Context: an optimization exercise on an open-source flow, tuned for small area, a short achievable clock period and few clock cycles. The choices shown serve that exercise and are no tape-out recipe.
Only simulation tests tie the RTL to the original design; equivalence was not proved.

Setup of build 84:
## sha256_reduced
module sha256_reduced (
    input  logic        clk,
    input  logic        rst_n,
    input  logic        enable,
    input  logic [7:0]  data_in,
    input  logic        data_valid,
    input  logic        end_of_file,
    output logic        ready,
    output logic [31:0] hash_out,
    output logic        hash_valid
);
    localparam int FD = 14;    
    localparam int NB = 45;    
    function automatic logic [31:0] rotr(input logic [31:0] x, input int n);
        rotr = (x >> n) | (x << (32 - n));
    endfunction
    function automatic logic [31:0] bsig0(input logic [31:0] x);
        bsig0 = rotr(x, 2) ^ rotr(x, 13) ^ rotr(x, 22);
    endfunction
    function automatic logic [31:0] bsig1(input logic [31:0] x);
        bsig1 = rotr(x, 6) ^ rotr(x, 11) ^ rotr(x, 25);
    endfunction
    function automatic logic [31:0] ssig0(input logic [31:0] x);
        ssig0 = rotr(x, 7) ^ rotr(x, 18) ^ (x >> 3);
    endfunction
    function automatic logic [31:0] ssig1(input logic [31:0] x);
        ssig1 = rotr(x, 17) ^ rotr(x, 19) ^ (x >> 10);
    endfunction
    function automatic logic [31:0] csum(input logic [31:0] x, input logic [31:0] y, input logic [31:0] z);
        csum = x ^ y ^ z;
    endfunction
    function automatic logic [31:0] ccar(input logic [31:0] x, input logic [31:0] y, input logic [31:0] z);
        ccar = {((x[30:0] & y[30:0]) | (x[30:0] & z[30:0]) | (y[30:0] & z[30:0])), 1'b0};
    endfunction
    function automatic logic [63:0] comp42(input logic [31:0] x1, input logic [31:0] x2,
                                           input logic [31:0] x3, input logic [31:0] x4);
        logic [31:0] p, t, co, ss, cc;
        p  = x1 ^ x2;
        t  = p ^ (x3 ^ x4);
        co = {(p[30:0] & x3[30:0]) | (~p[30:0] & x1[30:0]), 1'b0};
        ss = t ^ co;
        cc = {(t[30:0] & co[30:0]) | (~t[30:0] & x4[30:0]), 1'b0};
        comp42 = {ss, cc};
    endfunction
    function automatic logic [31:0] skadd(input logic [31:0] x, input logic [31:0] y);
        logic [31:0] gg, pp, g2, p2;
        gg = x & y; pp = x ^ y;
        for (int k = 1; k < 32; k = k * 2) begin
  ...
Size: ~6700 cells after synthesis, ~74000 um2 of cells after synthesis.
export LEC_CHECK = 0
export CAP_MARGIN = 20
export CORE_MARGIN = 2
export CORE_UTILIZATION = 65
export CTS_CLUSTER_DIAMETER = 100
export CTS_CLUSTER_SIZE = 25
export SLEW_MARGIN = 20
export SYNTH_MEMORY_MAX_BITS = 4096
create_clock -name core_clock -period 15.0 [get_ports {clk}]
standard.sh (not shown) runs the stock make flow with config.mk's settings and CLKGATE_MAP_FILE= SYNTH_SCRIPT=/design/flow/synth_recipe.tcl, a recipe that flattens the netlist after the stock synthesis.
==> flow/flow/run.sh <==
#!/bin/bash
# Standard synthesis, then the standard flow's own layout with two changes: timing repair
# gets a larger setup margin, so that it keeps working past the constraint's
# period, and the port buffers are plain buffers (sky130_fd_sc_hd__buf_2)
# instead of the delay cells that buffer_ports picks by default.
set -euo pipefail
bash standard.sh synth > synth.log 2>&1
bash standard.sh SETUP_SLACK_MARGIN=10.7 TNS_END_PERCENT=100 SKIP_BUFFER_REMOVAL=1 \
  "BUFFER_PORTS_ARGS=-buffer_cell sky130_fd_sc_hd__buf_2" finish > layout.log 2>&1
Testbench counts of build 84, summed over its fixed seeds: cycles 20,554.
Here is what was changed in the inputs of build 42 compared with build 84.
Settings: swapping 65 for 55 in CORE_UTILIZATION.
--- a/flow/flow/run.sh
+++ b/flow/flow/run.sh
@@ -7,3 +7,3 @@
 bash standard.sh synth > synth.log 2>&1
-bash standard.sh SETUP_SLACK_MARGIN=10.7 TNS_END_PERCENT=100 SKIP_BUFFER_REMOVAL=1 \
+bash standard.sh SETUP_SLACK_MARGIN=10.7 TNS_END_PERCENT=100 \
   "BUFFER_PORTS_ARGS=-buffer_cell sky130_fd_sc_hd__buf_2" finish > layout.log 2>&1
[summary]
Build 42 went all the way through the flow, and no timing, DRC or antenna check failed. The area added between synthesis and finish of build 42 is higher than that of build 84. As far as deepest clock path buffer count goes, build 42 and build 84 are indistinguishable; the numbers are identical. Build 42 against build 84: number of vias in the routed layout lost about 0.8%; register fraction of the total cell area neither gained nor lost much.
--- input diff build 42..build 19 ---
Settings: CORE_UTILIZATION changed from 55 to 65.
- Looking at sum of net half-perimeters after detailed placement, build 19 sits 7.1% below build 42.
- Lower met2 track demand over resource in global routing was reported by build 42, not build 19.
- Wire length down 6.8% in build 19 wrt build 42
- Compared build 19 against build 42; cell area after layout within noise.
- Multi-input logic portion of the cell area for build 19 is higher than for build 42.


north:
sha256_reduced, a different RTL version from the one above (not shown whole).
For scale: about 47 I/O pins.
// sha256_reduced
module sha256_reduced (
    input  logic        clk,
    input  logic        rst_n,
    input  logic        enable,
    input  logic [7:0]  data_in,
    input  logic        data_valid,
    input  logic        end_of_file,
    output logic        ready,
    output logic [31:0] hash_out,
    output logic        hash_valid
);
export LEC_CHECK = 0
export CAP_MARGIN = 20
export CORE_MARGIN = 2
export CORE_UTILIZATION = 65
export CTS_BUF_LIST = sky130_fd_sc_hd__clkbuf_8 sky130_fd_sc_hd__clkbuf_16
export CTS_CLUSTER_DIAMETER = 80
export CTS_CLUSTER_SIZE = 20
export SLEW_MARGIN = 20
export SYNTH_MEMORY_MAX_BITS = 4096
create_clock -name core_clock -period 15.0 [get_ports {clk}]
==> flow/flow/run.sh <==
#!/bin/bash
# Standard synthesis, then the standard flow's own layout with two changes: timing repair
# gets a larger setup margin, so that it keeps working past the constraint's
# period, and the port buffers are plain buffers (sky130_fd_sc_hd__buf_2)
# instead of the delay cells that buffer_ports picks by default.
set -euo pipefail
bash standard.sh synth > synth.log 2>&1
bash standard.sh SETUP_SLACK_MARGIN=10.7 TNS_END_PERCENT=100 \
  "BUFFER_PORTS_ARGS=-buffer_cell sky130_fd_sc_hd__buf_2" finish > layout.log 2>&1
Testbench counts of north, summed over its fixed seeds: cycles 20,554.
> inputs changed (north -> south)
==> flow/config.mk <==
export PLATFORM = sky130hd
export DESIGN_NAME = sha256_reduced
export DESIGN_NICKNAME = sha256_reduced
export VERILOG_FILES = /design/flow/design.v
export SDC_FILE = /design/flow/constraint.sdc
export NUM_CORES = 8
export LEC_CHECK = 0
export CAP_MARGIN = 5
export CORE_MARGIN = 2
export CORE_UTILIZATION = 65
export CTS_CLUSTER_DIAMETER = 100
export CTS_CLUSTER_SIZE = 25
export SLEW_MARGIN = 5
export SYNTH_MEMORY_MAX_BITS = 4096
Results
Per the comparison of south with north, sequential cell area level, maximum frequency moved up.
Of the two values seen for highest metal layer used by the detailed router, met5 was produced by south and met4 by north.
south went all the way through synthesis, placement and routing and the layout is clean on timing, DRC and antenna.
The final reports for south and north show combined buffer and inverter count along the critical path lower in the former.
On final area, south does better than north.
south vs. north: fraction of the core area covered by cells at the end of the flow saw a decrease, met1 usage in global routing barely changed, number of antenna diodes down 1.
Input-level comparison between east and south:
-- flow/config.mk --
<<< south, line 7
export LEC_CHECK = 0
export CAP_MARGIN = 5
export CORE_MARGIN = 2
>>> east, line 7
export LEC_CHECK = 0
export CAP_MARGIN = 20
export CORE_MARGIN = 2
<<< south, line 12
export CTS_CLUSTER_SIZE = 25
export SLEW_MARGIN = 5
export SYNTH_MEMORY_MAX_BITS = 4096
>>> east, line 12
export CTS_CLUSTER_SIZE = 25
export SLEW_MARGIN = 20
export SYNTH_MEMORY_MAX_BITS = 4096
## What came out
east -> south: first-iteration DRC count delta 0, exact match. south -> east: number of remaining DRC errors delta 0, exact match. Number of rows in the core area: south vs east — no meaningful difference. south and east ended up with nearly the same die area. From south to east the numbers moved as follows: count of cell types in the netlist flat; count of cells along the worst hold path flat; simple-gate share of the synthesized area flat.
What west does differently from east at the input level:
-- flow/flow/run.sh --
<<< east, line 7
bash standard.sh synth > synth.log 2>&1
bash standard.sh SETUP_SLACK_MARGIN=10.7 TNS_END_PERCENT=100 \
  "BUFFER_PORTS_ARGS=-buffer_cell sky130_fd_sc_hd__buf_2" finish > layout.log 2>&1
>>> west, line 7
bash standard.sh synth > synth.log 2>&1
bash standard.sh SETUP_SLACK_MARGIN=10.9 TNS_END_PERCENT=100 \
  "BUFFER_PORTS_ARGS=-buffer_cell sky130_fd_sc_hd__buf_2" finish > layout.log 2>&1
## What came out
Going from east to west, inserted tap cell count held steady; worst reg2reg path depth grew by 2.
Slowest cell on the critical path = sky130_fd_sc_hd__fa_2: east; slowest cell on the critical path = sky130_fd_sc_hd__fa_1: west
Compared west vs east, and register share of the cell area is down in west.
#### Input delta (middle over west)
-- flow/flow/run.sh --
<<< west, line 7
bash standard.sh synth > synth.log 2>&1
bash standard.sh SETUP_SLACK_MARGIN=10.9 TNS_END_PERCENT=100 \
  "BUFFER_PORTS_ARGS=-buffer_cell sky130_fd_sc_hd__buf_2" finish > layout.log 2>&1
>>> middle, line 7
bash standard.sh synth > synth.log 2>&1
bash standard.sh SETUP_SLACK_MARGIN=10.7 TNS_END_PERCENT=100 \
  "BUFFER_PORTS_ARGS=-buffer_cell sky130_fd_sc_hd__buf_2" finish > layout.log 2>&1
-- flow/config.mk --
<<< west, line 9
export CORE_MARGIN = 2
export CORE_UTILIZATION = 65
export CTS_CLUSTER_DIAMETER = 100
>>> middle, line 9
export CORE_MARGIN = 2
export CORE_UTILIZATION = 70
export CTS_CLUSTER_DIAMETER = 100
Findings:
Going from west to middle, final worst hold slack flat, non-clock buffer count down 21.
middle: slack of the critical path lower than west
Of middle and west, it is middle that has the higher sequential share of layout area.
Against west as the reference, middle delivers a lower final instance area.
The global-route wire length before repair of middle and that of west are within noise of each other.
The total length of routed wires of middle exceeds that of west by about 0.8%.


## build 18
sha256_reduced, a different RTL version from the one above (not shown whole).
For scale: roughly 1700 flip-flops, roughly 0.074 mm2 of cells after synthesis.
// sha256_reduced
module sha256_reduced (
    input  logic        clk,
    input  logic        rst_n,
    input  logic        enable,
    input  logic [7:0]  data_in,
    input  logic        data_valid,
    input  logic        end_of_file,
    output logic        ready,
    output logic [31:0] hash_out,
    output logic        hash_valid
);
    localparam int FD = 14;    
    localparam int NB = 46;    
    function automatic logic [31:0] rotr(input logic [31:0] x, input int n);
        rotr = (x >> n) | (x << (32 - n));
    endfunction
    function automatic logic [31:0] bsig0(input logic [31:0] x);
        bsig0 = rotr(x, 2) ^ rotr(x, 13) ^ rotr(x, 22);
    endfunction
    function automatic logic [31:0] bsig1(input logic [31:0] x);
        bsig1 = rotr(x, 6) ^ rotr(x, 11) ^ rotr(x, 25);
    endfunction
    function automatic logic [31:0] ssig0(input logic [31:0] x);
        ssig0 = rotr(x, 7) ^ rotr(x, 18) ^ (x >> 3);
    endfunction
    function automatic logic [31:0] ssig1(input logic [31:0] x);
        ssig1 = rotr(x, 17) ^ rotr(x, 19) ^ (x >> 10);
    endfunction
  ...
export LEC_CHECK = 0
export CAP_MARGIN = 20
export CORE_MARGIN = 2
export CORE_UTILIZATION = 55
export CTS_CLUSTER_DIAMETER = 100
export CTS_CLUSTER_SIZE = 25
export GPL_TIMING_DRIVEN = 1
export SLEW_MARGIN = 20
export SYNTH_MEMORY_MAX_BITS = 4096
create_clock -name core_clock -period 15.0 [get_ports {clk}]
==> flow/flow/run.sh <==
#!/bin/bash
# Standard synthesis, then the standard flow's own layout with two changes: timing repair
# gets a larger setup margin, so that it keeps working past the constraint's
# period, and the port buffers are plain buffers (sky130_fd_sc_hd__buf_2)
# instead of the delay cells that buffer_ports picks by default.
set -euo pipefail
bash standard.sh synth > synth.log 2>&1
bash standard.sh SETUP_SLACK_MARGIN=10.7 TNS_END_PERCENT=100 \
  "BUFFER_PORTS_ARGS=-buffer_cell sky130_fd_sc_hd__buf_2" finish > layout.log 2>&1
No stage failed in build 18, and the final checks on the layout all came back clean.
Testbench counts of build 18, summed over its fixed seeds: cycles 20,631.
Relative to build 18, the following input files were edited for build 29:
# build 18
export LEC_CHECK = 0
export CAP_MARGIN = 20
export CORE_MARGIN = 2
export CORE_UTILIZATION = 55
export CTS_CLUSTER_DIAMETER = 100
export CTS_CLUSTER_SIZE = 25
export GPL_TIMING_DRIVEN = 1
export SLEW_MARGIN = 20
export SYNTH_MEMORY_MAX_BITS = 4096
create_clock -name core_clock -period 15.0 [get_ports {clk}]
# build 29
export LEC_CHECK = 0
export CAP_MARGIN = 20
export CORE_MARGIN = 2
export CORE_UTILIZATION = 55
export CTS_CLUSTER_DIAMETER = 100
export CTS_CLUSTER_SIZE = 25
export SLEW_MARGIN = 20
export SYNTH_MEMORY_MAX_BITS = 4096
create_clock -name core_clock -period 15.0 [get_ports {clk}]
diff --git a/flow/flow/run.sh b/flow/flow/run.sh
--- a/flow/flow/run.sh
+++ b/flow/flow/run.sh
@@ -7,3 +7,3 @@
 bash standard.sh synth > synth.log 2>&1
-bash standard.sh SETUP_SLACK_MARGIN=10.7 TNS_END_PERCENT=100 \
+bash standard.sh SETUP_SLACK_MARGIN=11.0 TNS_END_PERCENT=100 \
   "BUFFER_PORTS_ARGS=-buffer_cell sky130_fd_sc_hd__buf_2" finish > layout.log 2>&1
Findings:
Build 29 reached the end of the flow, and the finished layout is clean on the timing, DRC and antenna checks.
Build 18 -> build 29: area of the multi-input gates increased by a few percent
Going from build 18 to build 29, fmax went up by 0.62%, global routing usage on met3 was more or less identical, setup slack went up by 0.027 ns, global-route usage went up by 0.19 points.
> inputs changed (build 29 -> build 49)
# build 29
export LEC_CHECK = 0
export CAP_MARGIN = 20
export CORE_MARGIN = 2
export CORE_UTILIZATION = 55
export CTS_CLUSTER_DIAMETER = 100
export CTS_CLUSTER_SIZE = 25
export SLEW_MARGIN = 20
export SYNTH_MEMORY_MAX_BITS = 4096
create_clock -name core_clock -period 15.0 [get_ports {clk}]
# build 49
export LEC_CHECK = 0
export CAP_MARGIN = 20
export CORE_MARGIN = 2
export CORE_UTILIZATION = 65
export CTS_CLUSTER_DIAMETER = 100
export CTS_CLUSTER_SIZE = 25
export SLEW_MARGIN = 20
export SYNTH_MEMORY_MAX_BITS = 4096
create_clock -name core_clock -period 15.0 [get_ports {clk}]
diff --git a/flow/flow/run.sh b/flow/flow/run.sh
--- a/flow/flow/run.sh
+++ b/flow/flow/run.sh
@@ -7,3 +7,3 @@
 bash standard.sh synth > synth.log 2>&1
-bash standard.sh SETUP_SLACK_MARGIN=11.0 TNS_END_PERCENT=100 \
+bash standard.sh SETUP_SLACK_MARGIN=10.7 TNS_END_PERCENT=100 \
   "BUFFER_PORTS_ARGS=-buffer_cell sky130_fd_sc_hd__buf_2" finish > layout.log 2>&1
Results
- Row die height: build 49 lower / build 29 higher
- In the tables for build 49 and build 29, final standard cell count with taps included and fillers excluded reads higher with build 29.
- From build 49 to build 29, sum of negative setup slack did not move at all.
- The peak per-stage delay on the critical path of build 49 exceeds that of build 29 by 0.19 ns.
Inputs modified between build 49 and build 85:
# build 49
export LEC_CHECK = 0
export CAP_MARGIN = 20
export CORE_MARGIN = 2
export CORE_UTILIZATION = 65
export CTS_CLUSTER_DIAMETER = 100
export CTS_CLUSTER_SIZE = 25
export SLEW_MARGIN = 20
export SYNTH_MEMORY_MAX_BITS = 4096
create_clock -name core_clock -period 15.0 [get_ports {clk}]
# build 85
export LEC_CHECK = 0
export CAP_MARGIN = 20
export CORE_MARGIN = 2
export CORE_UTILIZATION = 55
export CTS_CLUSTER_DIAMETER = 100
export CTS_CLUSTER_SIZE = 25
export SLEW_MARGIN = 20
export SYNTH_MEMORY_MAX_BITS = 4096
create_clock -name core_clock -period 15.0 [get_ports {clk}]
Notes after the runs:
A startpoint of the worst setup timing path of a[25] is what build 49 shows, while e[3] belongs to build 85. Going from build 49 to build 85, wire length of the first global-routing pass grew by a few percent. Overall track demand over capacity in global routing: higher on build 49. Build 85 and build 49 ended up with roughly the same footprint of the flip-flops and latches. Against build 49 as the reference, build 85 delivers a higher clock buffer count from CTS. Going from build 49 to build 85, the first-iteration DRC count was found to have gone down by about 15%.

port drivers added, routing unchanged:
Ports are ideal in the flow. The routed layouts listed here were re-timed in OpenROAD. Step 1 (the two cells are an assumption about what drives the block):
set clk [get_ports {clk}]
set_driving_cell -lib_cell sky130_fd_sc_hd__clkbuf_16 $clk
set_driving_cell -lib_cell sky130_fd_sc_hd__buf_2 [delete_from_list [all_inputs] $clk]
Step 2 adds t to the input delays and takes it off the output delays; t is the mean of the earliest and latest rising clock arrival at the registers after step 1. Input paths then give back, and output paths get back, about the clock's delay inside the block. a / b / c = ideal ports / drivers / drivers and shift; a / b = the first two.
run	t, ns	setup slack, ns	worst setup path at the end
build 84	0.765	10.600 / 10.519 / 10.612	register to register
build 42	0.811	10.500 / 10.420 / 10.596	register to register
build 19	0.765	10.600 / 10.519 / 10.612	register to register
north	0.799	10.649 / 10.649 / 10.649	register to register
south	0.780	10.675 / 10.643 / 10.675	register to register
east	0.780	10.675 / 10.643 / 10.675	register to register
west	0.782	10.693 / 10.693 / 10.693	register to register
middle	0.762	10.503 / 10.503 / 10.503	register to register
build 18	0.805	10.508 / 10.508 / 10.508	register to register
build 29	0.809	10.535 / 10.535 / 10.535	register to register
build 49	0.786	10.486 / 10.486 / 10.486	register to register
build 85	0.805	10.508 / 10.508 / 10.508	register to register
After both steps every run listed still meets setup and hold.
